Background: an optimization exercise with open tools, aiming at small area and a short achievable clock period. Do not read the settings as production practice.
Function was checked by simulation only, so behaviour that the tests miss may differ from the original.
Power and IR drop assume default switching activity.

## flow/design.v (module list and top-level ports; edited modules follow where they fit)
// module mul16: 824 lines
// module FA: 4 lines
// module ALU_TOP: 981 lines
module ALU_TOP (
  input  wire [15:0] A,
  input  wire [15:0] B,
  input  wire [3:0]  ALU_FUN,
  input  wire        CLK,
  input  wire        RST,
  output wire [31:0] Arith_OUT,
  output wire [15:0] Logic_OUT,
  output wire [15:0] Shift_OUT,
  output wire [2:0]  CMP_OUT,
  output wire        Arith_FLAG,
  output wire        Carry_OUT,
  output wire        Logic_FLAG,
  output wire        Shift_FLAG,
  output wire        CMP_FLAG
);
  // ...
==> flow/run.sh <==
#!/bin/bash
# synth_recipe.tcl (not shown) runs the flow's synth.tcl, then flattens the netlist and writes it again
# the make line also repeats each setting of config.mk as NAME=value (left out here)
make -C /OpenROAD-flow-scripts/flow DESIGN_CONFIG=/design/flow/config.mk WORK_HOME=/design/flow/orfs CLKGATE_MAP_FILE= SYNTH_SCRIPT=/design/flow/synth_recipe.tcl finish
==> flow/config.mk <==
export PLATFORM = sky130hd
export DESIGN_NAME = ALU_TOP
export DESIGN_NICKNAME = ALU_TOP
export VERILOG_FILES = /design/flow/design.v
export SDC_FILE = /design/flow/constraint.sdc
export NUM_CORES = 4
export LEC_CHECK = 0
export ABC_AREA = 1
export CAP_MARGIN = 20
export CORE_MARGIN = 2
export CORE_UTILIZATION = 40
export SLEW_MARGIN = 20
export SYNTH_HIERARCHICAL = 1
export SYNTH_MINIMUM_KEEP_SIZE = 0
==> flow/constraint.sdc <==
create_clock -name core_clock -period 110.0 [get_ports {CLK}]
set_input_delay 22.0000 -clock core_clock [delete_from_list [all_inputs] [get_ports {CLK}]]
set_output_delay 22.0000 -clock core_clock [all_outputs]
set_load 0.01 [all_outputs]
==> out/results.ini, run 1 <==
[run_status]
status = finished clean

[sta]
relSlewSlack_pct = 24.5
setup_viol = 0
worst_slew_pin_slew_ns = 1.13
timing.hold.ws_ns = 21.81

[setup_path]
crit_cells = 81
worstSetupEndpoint = Arith_OUT[0]
crit_fanout = 22
crit_path_end_kind = primary output
crit_path_top_delay_cell = dfxtp_1
worst_ep_required_time_ns = 88.00

[flow_run]
max-cap-violations = 0

[finish]
seq_share_pct = 6.08
multi_input_area_share_pct = 76.1
inv_count = 281
layout.nets = 2627
multiInputGateArea_mm2 = 0.0138
register_area_mm2 = 0.00111

[die]
tapCellCount = 532
start_util_pct = 40.4
rows = 74
die-area_mm2 = 0.0428

[logic_synthesis]
synth-compound-area-share_pct = 8.09
syn_area_mm2 = 0.0165
synth_top_area_cell = fa_1
muxShareOfSynthArea_pct = 0.365
synthXorXnorAreaFrac_pct = 3.03
ys_seq_area_share_pct = 6.71

[clock_tree]
hold_buffers = 0
post_cts_buffers = 0
cts_resized = 0

[placement]
dp_hpwl_mm = 42.0
port-buffer-count = 108
placed_cell_area_mm2 = 0.0180

[power_and_ir_drop]
seq-power_uw = 22.6
maxPowerGroup = combinational logic
p_clk_share_pct = 5.4

[routing]
routed_wirelength_mm = 53.5
dr.pass1.iters = 6
drt_iter0_markers = 1018
wl_met1_mm = 21.8

==> run 2, diff against run 1 <==
==> flow/flow/run.sh (new file) <==
#!/bin/bash
set -euo pipefail
bash standard.sh SETUP_SLACK_MARGIN=76 finish > standard.log 2>&1
==> flow/standard.sh (new file) <==
#!/bin/bash
# synth_recipe.tcl (not shown) runs the flow's synth.tcl, then flattens the netlist and writes it again
# the make line also repeats each setting of config.mk as NAME=value (left out here)
make -C /OpenROAD-flow-scripts/flow DESIGN_CONFIG=/design/flow/config.mk WORK_HOME=/design/flow/orfs CLKGATE_MAP_FILE= SYNTH_SCRIPT=/design/flow/synth_recipe.tcl "${@:-finish}"
removed: flow/run.sh
==> run 2 against run 1 <==
Clock power about the same. Die area unchanged. Sequential power barely moved. Critical path type is now primary input to flip-flop. Largest power group unchanged.
==> out/results.ini, run 2 <==
[run_status]
status = finished clean

[setup_path]
cp-start-kind = primary input
crit_path_end_kind = flip-flop
worst_path_largest_cell_delay_ns = 0.49
worstSetupPathType = primary input to flip-flop
crit_fanout = 10  ; -55%
crit_path_top_delay_cell = clkdlybuf4s50_1
worstPathArrival_ns = 33.88
worst_ep_required_time_ns = 110.26  ; +22.26 ns
startpoint = B[10]

[die]
start_util_pct = 40.4  ; unchanged
fp.dieW_um = 207
die-area_mm2 = 0.0428  ; unchanged
die_h_um = 207
rows = 74  ; unchanged
core_mm2 = 0.0407
pin_count = 110

[sta]
fmax_mhz = 29.7
fin_crit_sh_pct = 30.6
rsz0062_at_grt = false
setup_tns_ns = 0
slew_violations = 0
hold_viol_final = 0
relSlewSlack_pct = 24.6  ; +0.13 points
layout_min_cycle_time_ns = 33.62
setup_viol = 0  ; unchanged
worst_slew_pin_slew_ns = 1.13  ; -0.00200 ns

[global_routing]
grt_max_degree = 33
grt_usage_pct = 26.8
antenna_found_initial = 1
grt_pass1_vias = 15500
overflow = 0
grt_pass1_wl_mm = 87.0

[clock_tree]
clk_path_buf_depth = 2
cts_made_buffers = 5
clk_root_buffer_cell = clkbuf_16
clk_pin_slew_ns = 0.08
cts_tree = done
h-tree-depth = 2
cts.sinks = 55

[routing]
highest_layer = met4
vias = 15100
vias_per_cell = 5.41
routed_wirelength_mm = 57.3  ; +7.0%
antenna_left = 0
dr.pass1.iters = 5  ; -1
wl_met2_mm = 27.9
route.detailed.drc = 0
wl_per_cell_um = 20.6
wl_met1_mm = 22.7  ; +3.9%
met3_length_mm = 3.93
drt_iter0_markers = 1216  ; +19%

[worst_hold_path]
hp-class = primary input to async pin

[finish]
layout_commonest_cell = nand2_1
n_fill_cell = 3973
areaGrowthSynthToFinish_pct = 20.6
design_area_mm2 = 0.0199
n_antenna_cell = 0
register_area_mm2 = 0.00113  ; +2.0%
drive_above_1_share_pct = 17.9
multiInputGateArea_mm2 = 0.0145  ; +5.0%
layout_common_cells = 583 x nand2_1, 287 x fa_1, 245 x inv_1, 125 x nand3_1, 118 x ha_1
layout.nets = 2725  ; +3.7%
top_regs = a_r (16), b_r (16)

[flow_run]
max-cap-violations = 0  ; unchanged

[logic_synthesis]
synthArstFlopShare_pct = 1.82
ys_seq_area_share_pct = 6.71  ; unchanged
synth_top_area_share_pct = 36.7
yosysMostFrequentCell = nand2_1
syn_area_mm2 = 0.0165  ; unchanged
yosys_warnings = 7
synth_edf_count = 0
synthTopCellsByCount = 616 x nand2_1, 302 x fa_1, 260 x inv_1
synthTopCellsByArea = fa_1 37%, nand2_1 14%, ha_1 10%
synth_top_area_cell = fa_1
yosys_most_used_dff = dfxtp_1
synthCells = 2098
synth_seq_cells = 55
synthDistinctLibCells = 60
avgSynthCellArea_um2 = 7.85

[placement]
place_congestion = 0.915
port-buffer-count = 108  ; unchanged
dp_hpwl_mm = 42.0  ; unchanged
placed_cell_area_mm2 = 0.0180  ; unchanged

[power_and_ir_drop]
ir_drop_v = 0.0000351
p_leak_uw = 0.00901
power_density_mw_per_mm2 = 17.8

## run 2: cell types whose count changed in the layout (fill, tap and decap cells not counted), sizes merged, moves of 3 or more
cell | before | now
clkdlybuf4s50 | 108 | 98
inv | 278 | 268
clkinvlp | 0 | 11
clkbuf | 5 | 9
dlygate4sd2 | 0 | 6
buf | 36 | 127
nand2 | 640 | 643
## run 2: worst max path at each step
stage | endpoint | slack (ns) | cells after the start
floorplan | rem_r[0]$_DFF_P_ | 76.44 | 69
global placement | Arith_OUT[0] | 72.37 | 77
detailed placement | Arith_OUT[0] | 72.41 | 79
CTS | Arith_OUT[0] | 76.01 | 77
global route | rem_r[8]$_DFF_P_ | 75.74 | 78
finish | rem_r[5]$_DFF_P_ | 76.38 | 74
## run 2: what timing repair did
item / 4_1_cts / 5_1_grt
cloned: 3 / 5
pin swaps: 21 / 64
setup endpoints to repair: 13 / 11
buffers inserted: 43 / 47
hold buffers: 0 / 0
gates resized for setup: 104 / 134
## run 2: cells by family (layout without fill, tap and decap cells)
logic type | count (synthesis) | in the layout | synth area share, %
flops | 55 | 55 | 6.71
mux | 6 | 6 | 0.365
xor+xnor | 57 | 57 | 3.03
buf+inv | 381 | 528 | 9.44
simple gates | 933 | 936 | 25.2
fa+ha+maj | 439 | 439 | 47.1
other cells | 4 | 8 | 0.0911
compound gates | 223 | 223 | 8.09
## run 2: critical path: cells and delay by family
kind	cells	cell delay [ns]
buffers and inverters	8	1.09
adders and majority gates	13	4.45
and+or+nand+nor	40	4.63
AOI/OAI and AO/OA	13	1.65
## run 2: modules after synthesis, one instance, submodules excluded
module	cells inside	flops+latches	cell area (um^2)	times used
FA	1	0	20.0	257
ALU_TOP	1357	55	9170	1
mul16	484	0	2160	1
## run 2: stage by stage
step	util [%]	hold slack, ns	cells	total power, uW	setup WS [ns]
after global routing	48.8	21.80	2784	399	75.74
final	48.8	21.81	2784	353	76.38
after floorplan	-	21.70	2102	260	76.44
after global placement	44.2	22.15	2678	319	72.37
after CTS	46.4	21.81	2732	351	76.01
after detailed placement	44.2	22.15	2678	326	72.41
## run 2: where the power goes
| group | total, uW | internal [uW] | switching (uW) |
|---|---|---|---|
| clock network | 18.5 | 8.83 | 9.70 |
| registers | 22.6 | 20.8 | 1.79 |
| logic | 312 | 133 | 178 |
## run 2: layout make-up
type	instances	area share, %
well taps	532	3.35
repair buffers	238	11.3
clock inverters	3	0.170
repair inverters	1	0.0441
flip-flops and latches	55	5.68
multi-input cells	1669	73.1
inverters	281	5.73
clock buffers	5	0.630
## run 2: metal layers
layer | track usage [%] | vias up
met4 | 11.8 | 0
met5 | 0 | -
met2 | 45.7 | 614
met1 | 33.7 | 7428
li1 | - | 6852
met3 | 4.24 | 166
==> run 3, diff against run 2 <==
==> flow/flow/run.sh (replaced) <==
#!/bin/bash
set -euo pipefail
bash standard.sh SETUP_SLACK_MARGIN=79 finish > standard.log 2>&1
==> run 3 against run 2 <==
Hold slack got worse by 0.024 ns. Sequential power is 4% lower. Critical path type is now flip-flop to primary output. Clock power is essentially flat. Still clean. Largest cell class unchanged. Die area unchanged. Maximum frequency up 1.4%.
==> out/results.ini, run 3 <==
[finish]
drive_above_1_share_pct = 28.0  ; +10 points
final_core_utilization_pct = 53.1  ; +4.4 points
top_regs = a_r (16), b_r (16)
multiInputGateArea_mm2 = 0.0155  ; +6.9%
design_area_mm2 = 0.0216  ; +8.9%
register_area_mm2 = 0.00114  ; +0.78%
layout_commonest_cell = nand2_1
layout.nets = 2828  ; +3.8%
n_fill_cell = 3748  ; -5.7%
areaGrowthSynthToFinish_pct = 31.3
n_antenna_cell = 0  ; unchanged
layout_common_cells = 534 x nand2_1, 282 x fa_1, 227 x inv_1, 204 x buf_4, 111 x nand3_1

[power_and_ir_drop]
p_leak_uw = 0.00973  ; +8.0%
sequentialPowerShare_pct = 6.0  ; -0.4 points
switching_share_pct = 53.7  ; -0.14 points
power_uw = 363  ; +3.0%
intPower_uw = 168  ; +3.3%
netSwitchingPower_uw = 195  ; +2.8%
power_density_mw_per_mm2 = 16.8  ; -5.4%
p_clk_share_pct = 5.0  ; -0.3 points
combPwrFrac_pct = 89.0  ; +0.7 points
ir_drop_v = 0.0000326  ; -7.3%

[logic_synthesis]
synthAdderAreaFrac_pct = 47.1  ; unchanged
synth_edf_count = 0  ; unchanged
synthDistinctLibCells = 60  ; unchanged
synth-compound-area-share_pct = 8.09  ; unchanged
synthSimpleGateAreaFrac_pct = 25.2  ; unchanged
muxShareOfSynthArea_pct = 0.365  ; unchanged
yosysMostFrequentCell = nand2_1
synthArstFlopShare_pct = 1.82  ; unchanged
avgSynthCellArea_um2 = 7.85  ; unchanged
syn_area_mm2 = 0.0165  ; unchanged
ys_seq_area_share_pct = 6.71  ; unchanged
synthCells = 2098  ; unchanged
synthTopCellsByArea = fa_1 37%, nand2_1 14%, ha_1 10%
yosys_warnings = 7  ; unchanged
synth_top_family_by_area = adder cells
synth_top_area_share_pct = 36.7  ; unchanged
synth_top_area_cell = fa_1
synth_seq_cells = 55  ; unchanged
synthXorXnorAreaFrac_pct = 3.03  ; unchanged
synthTopCellsByCount = 616 x nand2_1, 302 x fa_1, 260 x inv_1
yosys_most_used_dff = dfxtp_1

[worst_hold_path]
hp-class = primary input to flip-flop
hold_path_depth = 1
whs_endpoint = a_r[15]$_DFF_P_
hold_start = A[15]

[routing]
vias_per_cell = 5.48  ; +1.2%
dr.pass1.iters = 7  ; +2
drt_iter0_markers = 1356  ; +12%
routed_wirelength_mm = 60.2  ; +5.1%
vias = 15800  ; +5.0%
antenna_left = 0  ; unchanged
wl_per_cell_um = 20.8  ; +1.4%
route.detailed.drc = 0  ; unchanged

[die]
core_mm2 = 0.0407  ; unchanged
rows = 74  ; unchanged
pin_count = 110  ; unchanged
fp.dieW_um = 207  ; unchanged
start_util_pct = 40.4  ; unchanged
die-area_mm2 = 0.0428  ; unchanged
die_h_um = 207  ; unchanged

[run_status]
status = finished clean

[setup_path]
worst_path_largest_cell_delay_ns = 0.45  ; -0.04 ns
crit_path_top_delay_cell = fa_1
crit_top_cell = nand2_2
cp-start-kind = flip-flop
worstPathArrival_ns = 11.15  ; -22.73 ns
worstSetupPathType = flip-flop to primary output
crit_path_end_kind = primary output
worst_ep_required_time_ns = 88.00  ; -22.26 ns
crit_fanout = 7  ; -3

[sta]
setup_viol = 0  ; unchanged
fin_crit_sh_pct = 30.1  ; -0.43 points
worst_slew_pin_slew_ns = 1.05  ; -0.0817 ns
relSlewSlack_pct = 30.1  ; +5.5 points
setup_tns_ns = 0  ; unchanged
slew_violations = 0  ; unchanged
rsz0062_at_grt = true
layout_min_cycle_time_ns = 33.15  ; -0.476 ns
fmax_mhz = 30.2  ; +1.4%
hold_viol_final = 0  ; unchanged

[clock_tree]
clk_path_buf_depth = 2  ; unchanged
clk_pin_slew_ns = 0.08  ; about the same
cts.sinks = 55  ; unchanged
h-tree-depth = 2  ; unchanged
cts_tree = done
clk_root_buffer_cell = clkbuf_16
cts_made_buffers = 5  ; unchanged

[placement]
place_congestion = 0.909  ; -0.73%
placed_cell_area_mm2 = 0.0184  ; +2.3%
dp_hpwl_mm = 42.0  ; +0.22%
port-buffer-count = 108  ; unchanged

[global_routing]
grt_pass1_vias = 16100  ; +3.8%
grt_pass1_wl_mm = 90.6  ; +4.0%
grt_max_degree = 33  ; unchanged
antenna_found_initial = 0  ; -1
overflow = 0  ; unchanged
grt_usage_pct = 28.0  ; +1.2 points

[flow_run]
max-cap-violations = 0  ; unchanged

run 3: cell counts after synthesis:
No cell type changed its count.
run 3: repair_timing:
| item | CTS | global route |
|---|---|---|
| pin swaps | 99 | 116 |
| gates cloned | 9 | 2 |
| hold buffers | 0 | 0 |
| endpoints found under the setup margin | 33 | 33 |
| gates resized for setup | 282 | 150 |
| buffers inserted | 126 | 65 |
run 3: how the worst max path moves through the flow:
stage                        to      startpoint  cells after the start  slack, ns
6_report           Arith_OUT[0]  a_r[6]$_DFF_P_                     74      76.85
5_1_grt            Arith_OUT[0]  a_r[6]$_DFF_P_                     79      76.30
4_1_cts            Arith_OUT[0]  a_r[6]$_DFF_P_                     75      76.92
3_5_place_dp       Arith_OUT[0]  b_r[5]$_DFF_P_                     83      74.04
3_3_place_gp       Arith_OUT[0]  b_r[5]$_DFF_P_                     83      74.42
2_1_floorplan  rem_r[0]$_DFF_P_            B[3]                     72      77.52
run 3: power groups by stage:
stage | Sequential [uW] | Clock [uW] | Combinational (uW)
3_5_place_dp | 23.0 | 0 | 304
2_1_floorplan | 22.4 | 0 | 239
5_1_grt | 21.9 | 19.4 | 370
4_1_cts | 22.1 | 18.7 | 317
3_3_place_gp | 23.0 | 0 | 297
6_report | 21.8 | 18.3 | 323
run 3: cell type report:
type / count / area share, %
clock buffer: 5 / 0.578
timing repair buffer: 336 / 13.7
tap: 532 / 3.08
clock inverter: 3 / 0.156
multi-input combinational: 1673 / 71.8
sequential: 55 / 5.26
inverter: 281 / 5.41
timing repair inverter: 2 / 0.0636
run 3: routing by layer:
metal / GRT usage [%] / share of wire (%) / vias up
met1: 35.6 / 39 / 7838
met2: 47.1 / 49 / 719
met4: 13.2 / 5.6 / 0
met5: 0 / 0 / -
li1: - / - / 7066
met3: 4.02 / 7.3 / 188
run 3: per-module statistics from Yosys (local to each module, per instance):
module | copies in the design | cells
ALU_TOP | 1 | 1357
FA | 257 | 1
mul16 | 1 | 484
run 3: kinds of logic (layout without fill, tap and decap cells):
kind of cell    count (synthesis)  count (layout)
simple gates                  933             940
fa+ha+maj                     439             439
mux                             6               6
compound gates                223             223
flops                          55              55
buf+inv                       381             627
xor+xnor                       57              57
other cells                     4               8
run 3: critical path, delay by kind of cell (launching register included):
family / cells / cell delay (ns)
flip-flops: 1 / 0.36
AO/OA/AOI/OAI: 13 / 1.94
XOR/XNOR: 1 / 0.16
adder cells (fa/ha/maj): 11 / 3.28
AND/OR/NAND/NOR: 36 / 3.89
buffers and inverters: 13 / 1.14
run 3: per-stage QoR:
step                setup slack [ns]  hold WS (ns)  cells
floorplan                      77.52         21.70   2102
global placement               74.42         22.15   2677
detailed placement             74.04         22.15   2677
CTS                            76.92         21.78   2820
global route                   76.30         21.79   2887
finish                         76.85         21.79   2887
==> run 4, diff against run 3 <==
==> flow/flow/run.sh (replaced) <==
#!/bin/bash
set -euo pipefail
bash standard.sh "BUFFER_PORTS_ARGS=-buffer_cell sky130_fd_sc_hd__buf_1" finish > standard.log 2>&1
--- a/flow/config.mk
+++ b/flow/config.mk
@@ -6,9 +6,9 @@
 export NUM_CORES = 4
 export LEC_CHECK = 0
 export ABC_AREA = 1
-export CAP_MARGIN = 20
+export CAP_MARGIN = 80
 export CORE_MARGIN = 2
 export CORE_UTILIZATION = 40
-export SLEW_MARGIN = 20
+export SLEW_MARGIN = 80
 export SYNTH_HIERARCHICAL = 1
 export SYNTH_MINIMUM_KEEP_SIZE = 0
==> run 4 against run 3 <==
Cell area fell by 16%. Critical path depth rose by 12. Utilization fell by 8.4 points. Non-clock buffer count fell by 173. Total power fell by 4.7%. Combinational power fell by 5%. Cell count fell by 6.3%. Global-route usage fell by 2.7 points. Synthesized area did not move. Via count fell by 8.8%. Count of clock-buffer cells in the layout did not move. Flip-flop and latch count did not move.
==> out/results.ini, run 4 <==
[logic_synthesis]
synthTopCellsByArea = fa_1 37%, nand2_1 14%, ha_1 10%
yosys_most_used_dff = dfxtp_1
synthArstFlopShare_pct = 1.82  ; unchanged
syn_area_mm2 = 0.0165  ; unchanged
ys_seq_area_share_pct = 6.71  ; unchanged
synthTopCellsByCount = 616 x nand2_1, 302 x fa_1, 260 x inv_1
synthCells = 2098  ; unchanged
synth_top_area_cell = fa_1
synthDistinctLibCells = 60  ; unchanged
synth_top_area_share_pct = 36.7  ; unchanged
yosysMostFrequentCell = nand2_1
yosys_warnings = 7  ; unchanged
avgSynthCellArea_um2 = 7.85  ; unchanged
synth_seq_cells = 55  ; unchanged
synth_edf_count = 0  ; unchanged

[placement]
place_congestion = 0.904  ; -0.53%
port-buffer-count = 108  ; unchanged
dp_hpwl_mm = 41.7  ; -0.72%
placed_cell_area_mm2 = 0.0179  ; -2.9%

[run_status]
status = finished clean

[routing]
wl_per_cell_um = 19.3  ; -7.3%
vias = 14400  ; -8.8%
vias_per_cell = 5.33  ; -2.7%
antenna_left = 0  ; unchanged
drt_iter0_markers = 890  ; -34%
dr.pass1.iters = 5  ; -2
routed_wirelength_mm = 52.3  ; -13%
route.detailed.drc = 0  ; unchanged

[clock_tree]
cts_tree = done
cts.sinks = 55  ; unchanged
post_cts_buffers = 0  ; -100%
cts_resized = 0  ; -100%
clk_pin_slew_ns = 0.09  ; about the same
clk_root_buffer_cell = clkbuf_16
cts_made_buffers = 5  ; unchanged
h-tree-depth = 2  ; unchanged
hold_buffers = 0  ; unchanged
clk_path_buf_depth = 2  ; unchanged

[setup_path]
crit_top_cell = nand2_1
crit_path_end_kind = primary output
crit_fanout = 22  ; +15
worst_path_largest_cell_delay_ns = 0.47  ; +0.02 ns
worstPathArrival_ns = 13.03  ; +1.88 ns
crit_path_top_delay_cell = fa_1
cp-start-kind = flip-flop
worstSetupPathType = flip-flop to primary output
worst_ep_required_time_ns = 88.00  ; about the same

[worst_hold_path]
hp-class = primary input to async pin

[sta]
fin_crit_sh_pct = 31.8  ; +1.7 points
slew_violations = 0  ; unchanged
rsz0062_at_grt = false
setup_viol = 0  ; unchanged
hold_viol_final = 0  ; unchanged
layout_min_cycle_time_ns = 35.03  ; +1.88 ns
setup_tns_ns = 0  ; unchanged
fmax_mhz = 28.5  ; -5.4%

[power_and_ir_drop]
power_density_mw_per_mm2 = 19.0  ; +13%
p_leak_uw = 0.00842  ; -13%
ir_drop_v = 0.0000373  ; +14%

[finish]
drive_above_1_share_pct = 12.5  ; -16 points
layout_common_cells = 609 x nand2_1, 301 x fa_1, 238 x inv_1, 137 x nand3_1, 134 x ha_1
n_antenna_cell = 0  ; unchanged
top_regs = a_r (16), b_r (16)
design_area_mm2 = 0.0182  ; -16%
layout.nets = 2646  ; -6.4%
areaGrowthSynthToFinish_pct = 10.5
layout_commonest_cell = nand2_1

[global_routing]
grt-busiest-layer = met2
met3_usage_pct = 4.84  ; +0.82 points
use_met2_pct = 42.7  ; -4.5 points
antenna_found_initial = 1  ; +1
grt_max_degree = 33  ; unchanged
overflow = 0  ; unchanged
grt_pass1_vias = 15100  ; -6.6%
grt.met1_usage_pct = 31.2  ; -4.4 points
grt_usage_pct = 25.3  ; -2.7 points
grt_pass1_wl_mm = 82.3  ; -9.1%

[flow_run]
max-cap-violations = 0  ; unchanged

[die]
rows = 74  ; unchanged
core_mm2 = 0.0407  ; unchanged
start_util_pct = 40.4  ; unchanged
die_h_um = 207  ; unchanged
die-area_mm2 = 0.0428  ; unchanged
pin_count = 110  ; unchanged
fp.dieW_um = 207  ; unchanged

==> run 4: cells by family (layout without fill, tap and decap cells) <==
family | count (synthesis) | in the layout | share of synthesized area (%)
XOR/XNOR | 57 | 57 | 3.03
AO/OA/AOI/OAI | 223 | 223 | 8.09
flip-flops | 55 | 55 | 6.71
AND/OR/NAND/NOR | 933 | 933 | 25.2
buffers and inverters | 381 | 452 | 9.44
other | 4 | 8 | 0.0911
multiplexers | 6 | 6 | 0.365
adder cells (fa/ha/maj) | 439 | 439 | 47.1
==> run 4: final cells by class <==
cell class	count	area (um^2)
inverters	281	1090
repair buffers	163	966
multi-input cells	1666	14200
clock buffers	5	125
flip-flops and latches	55	1150
clock inverters	3	33.8
well taps	532	666
fillers	4098	22500
==> run 4: metal layers <==
metal | part of all wire (%) | up-vias | routed length, um
li1 | - | 6684 | -
met1 | 40 | 7027 | 21000
met2 | 47 | 565 | 24700
met3 | 7.5 | 139 | 3900
met4 | 5.1 | 0 | 2670
met5 | 0 | - | 0
==> run 4: worst max path at each step <==
stage | from | end | slack (ns) | cells past startpoint
5_1_grt | a_r[6]$_DFF_P_ | Arith_OUT[0] | 73.65 | 86
3_5_place_dp | a_r[6]$_DFF_P_ | Arith_OUT[0] | 75.01 | 86
6_report | a_r[6]$_DFF_P_ | Arith_OUT[0] | 74.97 | 86
4_1_cts | a_r[6]$_DFF_P_ | Arith_OUT[0] | 74.64 | 86
3_3_place_gp | b_r[5]$_DFF_P_ | Arith_OUT[0] | 72.78 | 81
2_1_floorplan | B[4] | rem_r[0]$_DFF_P_ | 76.44 | 69
==> run 4: critical path: cells and delay by family, from the launching register on <==
family	cells	cell delay [ns]
flops	1	0.33
buf+inv	11	1.63
fa+ha+maj	8	2.67
simple gates	48	5.25
compound gates	19	2.76
==> run 4: report_power, final <==
group | internal, uW | total (uW) | leakage, uW | switching, uW
clock network | 8.83 | 18.4 | 0.0000772 | 9.58
logic | 129 | 306 | 0.00788 | 177
registers | 20.7 | 22.2 | 0.000468 | 1.51
total | 159 | 346 | 0.00842 | 188
==> run 4: modules after synthesis (local to each module, per instance) <==
module / flops+latches / area (um^2) / cells inside
FA: 0 / 20.0 / 1
ALU_TOP: 55 / 9170 / 1357
mul16: 0 / 2160 / 484
==> run 4: stage by stage <==
stage / util, % / power, uW / setup WS, ns / hold WS (ns) / std cells
6_report: 44.7 / 346 / 74.97 / 21.43 / 2705
5_1_grt: 44.7 / 392 / 73.65 / 21.43 / 2705
4_1_cts: 44.3 / 351 / 74.64 / 21.43 / 2700
3_5_place_dp: 43.9 / 330 / 75.01 / 21.77 / 2692
3_3_place_gp: 42.5 / 315 / 72.78 / 21.77 / 2676
2_1_floorplan: - / 260 / 76.44 / 21.70 / 2102
==> run 5, diff against run 4 <==
==> flow/run.sh (new file) <==
#!/bin/bash
# synth_recipe.tcl (not shown) runs the flow's synth.tcl, then flattens the netlist and writes it again
# the make line also repeats each setting of config.mk as NAME=value (left out here)
make -C /OpenROAD-flow-scripts/flow DESIGN_CONFIG=/design/flow/config.mk WORK_HOME=/design/flow/orfs CLKGATE_MAP_FILE= SYNTH_SCRIPT=/design/flow/synth_recipe.tcl finish
removed: flow/flow/run.sh
removed: flow/standard.sh
==> run 5 against run 4 <==
Hold slack better by 0.38 ns. Clock power about the same. Synthesized cell count is the same. Critical path type unchanged. Critical endpoint unchanged. Highest routed layer unchanged.
==> out/results.ini, run 5 <==
[routing]
vias = 14700  ; +1.7%
antenna_left = 0  ; unchanged
drt_iter0_markers = 1039  ; +17%
routed_wirelength_mm = 53.8  ; +2.9%
wl_per_cell_um = 19.8  ; +2.5%
vias_per_cell = 5.40  ; +1.4%
dr.pass1.iters = 6  ; +1
route.detailed.drc = 0  ; unchanged

[setup_path]
cp-start-kind = flip-flop
critical_path_buf_inv_count = 11  ; unchanged
crit_path_top_delay_cell = clkdlybuf4s50_1
worst_ep_required_time_ns = 88.00  ; about the same
worst_path_largest_cell_delay_ns = 0.49  ; +0.02 ns
worstPathArrival_ns = 13.39  ; +0.36 ns
crit_fanout = 22  ; unchanged
worstSetupPathType = flip-flop to primary output
crit_path_end_kind = primary output
crit_top_cell = nand2_1
crit_family = simple AND/OR/NAND/NOR gates

[logic_synthesis]
synth_top_area_cell = fa_1
synthTopCellsByCount = 616 x nand2_1, 302 x fa_1, 260 x inv_1
synthTopCellsByArea = fa_1 37%, nand2_1 14%, ha_1 10%
avgSynthCellArea_um2 = 7.85  ; unchanged
yosys_warnings = 7  ; unchanged
synth_top_area_share_pct = 36.7  ; unchanged
synthCells = 2098  ; unchanged
yosys_most_used_dff = dfxtp_1
yosysMostFrequentCell = nand2_1
syn_area_mm2 = 0.0165  ; unchanged
synth_seq_cells = 55  ; unchanged
synth_edf_count = 0  ; unchanged
synthArstFlopShare_pct = 1.82  ; unchanged
ys_seq_area_share_pct = 6.71  ; unchanged
synthDistinctLibCells = 60  ; unchanged

[clock_tree]
h-tree-depth = 2  ; unchanged
cts_resized = 0  ; unchanged
cts_tree = done
clk_root_buffer_cell = clkbuf_16
clk_path_buf_depth = 2  ; unchanged
hold_buffers = 0  ; unchanged
cts.sinks = 55  ; unchanged
post_cts_buffers = 0  ; unchanged
clk_pin_slew_ns = 0.09  ; about the same
cts_made_buffers = 5  ; unchanged

[die]
core_mm2 = 0.0407  ; unchanged
fp.dieW_um = 207  ; unchanged
die_h_um = 207  ; unchanged
pin_count = 110  ; unchanged
start_util_pct = 40.4  ; unchanged
rows = 74  ; unchanged
die-area_mm2 = 0.0428  ; unchanged

[sta]
layout_setup_ws_ns = 74.61  ; -0.355 ns
slew_violations = 0  ; unchanged
setup_viol = 0  ; unchanged
setup_tns_ns = 0  ; unchanged
fin_crit_sh_pct = 32.2  ; +0.32 points
hold_viol_final = 0  ; unchanged
layout_min_cycle_time_ns = 35.39  ; +0.355 ns
rsz0062_at_grt = false
fmax_mhz = 28.3  ; -1.0%

[finish]
drive_above_1_share_pct = 12.3  ; -0.18 points
layout.nets = 2653  ; +0.26%
layout_common_cells = 609 x nand2_1, 301 x fa_1, 239 x inv_1, 137 x nand3_1, 134 x ha_1
areaGrowthSynthToFinish_pct = 14.8
n_fill_cell = 4065  ; -0.81%
top_regs = a_r (16), b_r (16)
layout_commonest_cell = nand2_1

[flow_run]
max-cap-violations = 0  ; unchanged

[power_and_ir_drop]
p_leak_uw = 0.00870  ; +3.2%
power_density_mw_per_mm2 = 18.5  ; -2.9%
power_uw = 349  ; +0.83%
ir_drop_v = 0.0000331  ; -11%

[global_routing]
overflow = 0  ; unchanged
antenna_found_initial = 2  ; +1
grt_pass1_vias = 15400  ; +2.1%
grt_usage_pct = 26.1  ; +0.83 points
grt_pass1_wl_mm = 84.7  ; +2.9%
grt_max_degree = 33  ; unchanged

[placement]
dp_hpwl_mm = 42.5  ; +1.7%
place_congestion = 0.915  ; +1.3%
port-buffer-count = 108  ; unchanged
pre_cts_ws_ns = 74.84  ; -0.171 ns

[run_status]
status = finished clean

[worst_hold_path]
hp-class = primary input to async pin

-- run 5: changes by cell type in the layout (fill, tap and decap cells not counted), moves of 3 or more --
cell	previous run	this run
o21ai_2	42	36
dfxtp_1	42	45
nor2_1	37	34
buf_1	106	4
nor2_2	8	12
buf_4	10	14
clkdlybuf4s50_1	2	104
dfxtp_4	11	8
o21ai_1	24	31
-- run 5: cells by family after synthesis --
group                    after synthesis  synth area share [%]
AO/OA/AOI/OAI                        223                  8.09
XOR/XNOR                              57                  3.03
multiplexers                           6                 0.365
buffers and inverters                381                  9.44
other                                  4                0.0911
AND/OR/NAND/NOR                      933                  25.2
adder cells (fa/ha/maj)              439                  47.1
flip-flops                            55                  6.71
-- run 5: Yosys stat by module, one instance, submodules excluded --
module,cell area (um^2),flops+latches
ALU_TOP,9170,55
FA,20.0,0
mul16,2160,0
-- run 5: final timing paths --
| kind | end | from | depth (start not counted) | slack (ns) |
|---|---|---|---|---|
| min in group core_clock | b_r[15]$_DFF_P_ | B[15] | 1 | 21.89 |
| max in group asynchronous | v_r$_DFF_PN0_ | RST | 1 | 88.09 |
| setup / recovery | Arith_OUT[0] | a_r[6]$_DFF_P_ | 84 | 74.61 |
| hold / removal | v_r$_DFF_PN0_ | RST | 1 | 21.81 |
-- run 5: area by class of cell --
| cell class | instances | area [um^2] | share of cell area, % |
|---|---|---|---|
| Inverter | 281 | 1090 | 5.77 |
| Timing Repair Buffer | 170 | 1700 | 8.96 |
| Clock inverter | 3 | 33.8 | 0.179 |
| Clock buffer | 5 | 125 | 0.662 |
| Antenna cell | 2 | 5.00 | 0.0265 |
| Multi-Input combinational cell | 1666 | 14200 | 74.9 |
| Sequential cell | 55 | 1140 | 6.01 |
| Tap cell | 532 | 666 | 3.52 |
-- run 5: layer usage --
metal / global-route usage, % / vias up / share of wire, %
met4: 11.8 / 0 / 4.8
li1: - / 6713 / -
met3: 4.25 / 162 / 7.1
met1: 32.8 / 7174 / 40
met2: 44.3 / 618 / 48
met5: 0 / - / 0
-- run 5: per-stage QoR --
| stage | instance area [um^2] | hold slack (ns) | util, % | instances |
|---|---|---|---|---|
| after floorplan | 16500 | 21.70 | - | 2102 |
| after global placement | 18000 | 22.15 | 44.2 | 2678 |
| after detailed placement | 18600 | 22.15 | 45.6 | 2695 |
| after CTS | 18700 | 21.81 | 46.0 | 2703 |
| after global routing | 18900 | 21.80 | 46.4 | 2712 |
| final | 18900 | 21.81 | 46.4 | 2714 |
-- run 5: report_power, final --
group | switching, uW | total, uW | internal [uW]
sequential | 1.17 | 21.9 | 20.8
clock | 9.52 | 18.3 | 8.82
combinational | 176 | 309 | 133

## separate check: timing with driven ports
No port has a modelled driver above. Below, the same layouts with a new extraction and two added sets of constraints. Step 1 assumes that a clkbuf_16 drives the clock port and a buf_2 every other input. Step 2 times the ports against the registers' clock, not the clock port: input delays grow and output delays shrink by t, the midpoint of the rising clock arrivals with the driver on. Three values: no drivers, after step 1, after step 2; two values: the first two.
| run | t, ns | setup slack, ns | worst register clock-pin slew, ns | worst data-port slew with drivers (ns) |
|---|---|---|---|---|
| run 1 | 0.369 | 72.082 / 72.038 / 72.407 | 0.09 / 0.09 | 0.04 |
| run 2 | 0.370 | 76.377 / 76.397 / 76.027 | 0.09 / 0.09 | 0.04 |
| run 3 | 0.370 | 76.853 / 76.804 / 76.738 | 0.08 / 0.08 | 0.06 |
| run 4 | 0.366 | 74.970 / 74.922 / 75.120 | 0.09 / 0.09 | 0.04 |
| run 5 | 0.366 | 74.615 / 74.569 / 74.812 | 0.09 / 0.09 | 0.04 |
After both steps setup and hold are still met in every run listed. For run 2, which loses most, drivers alone change the setup slack by +0.020 ns; drivers and shift together by -0.350 ns.
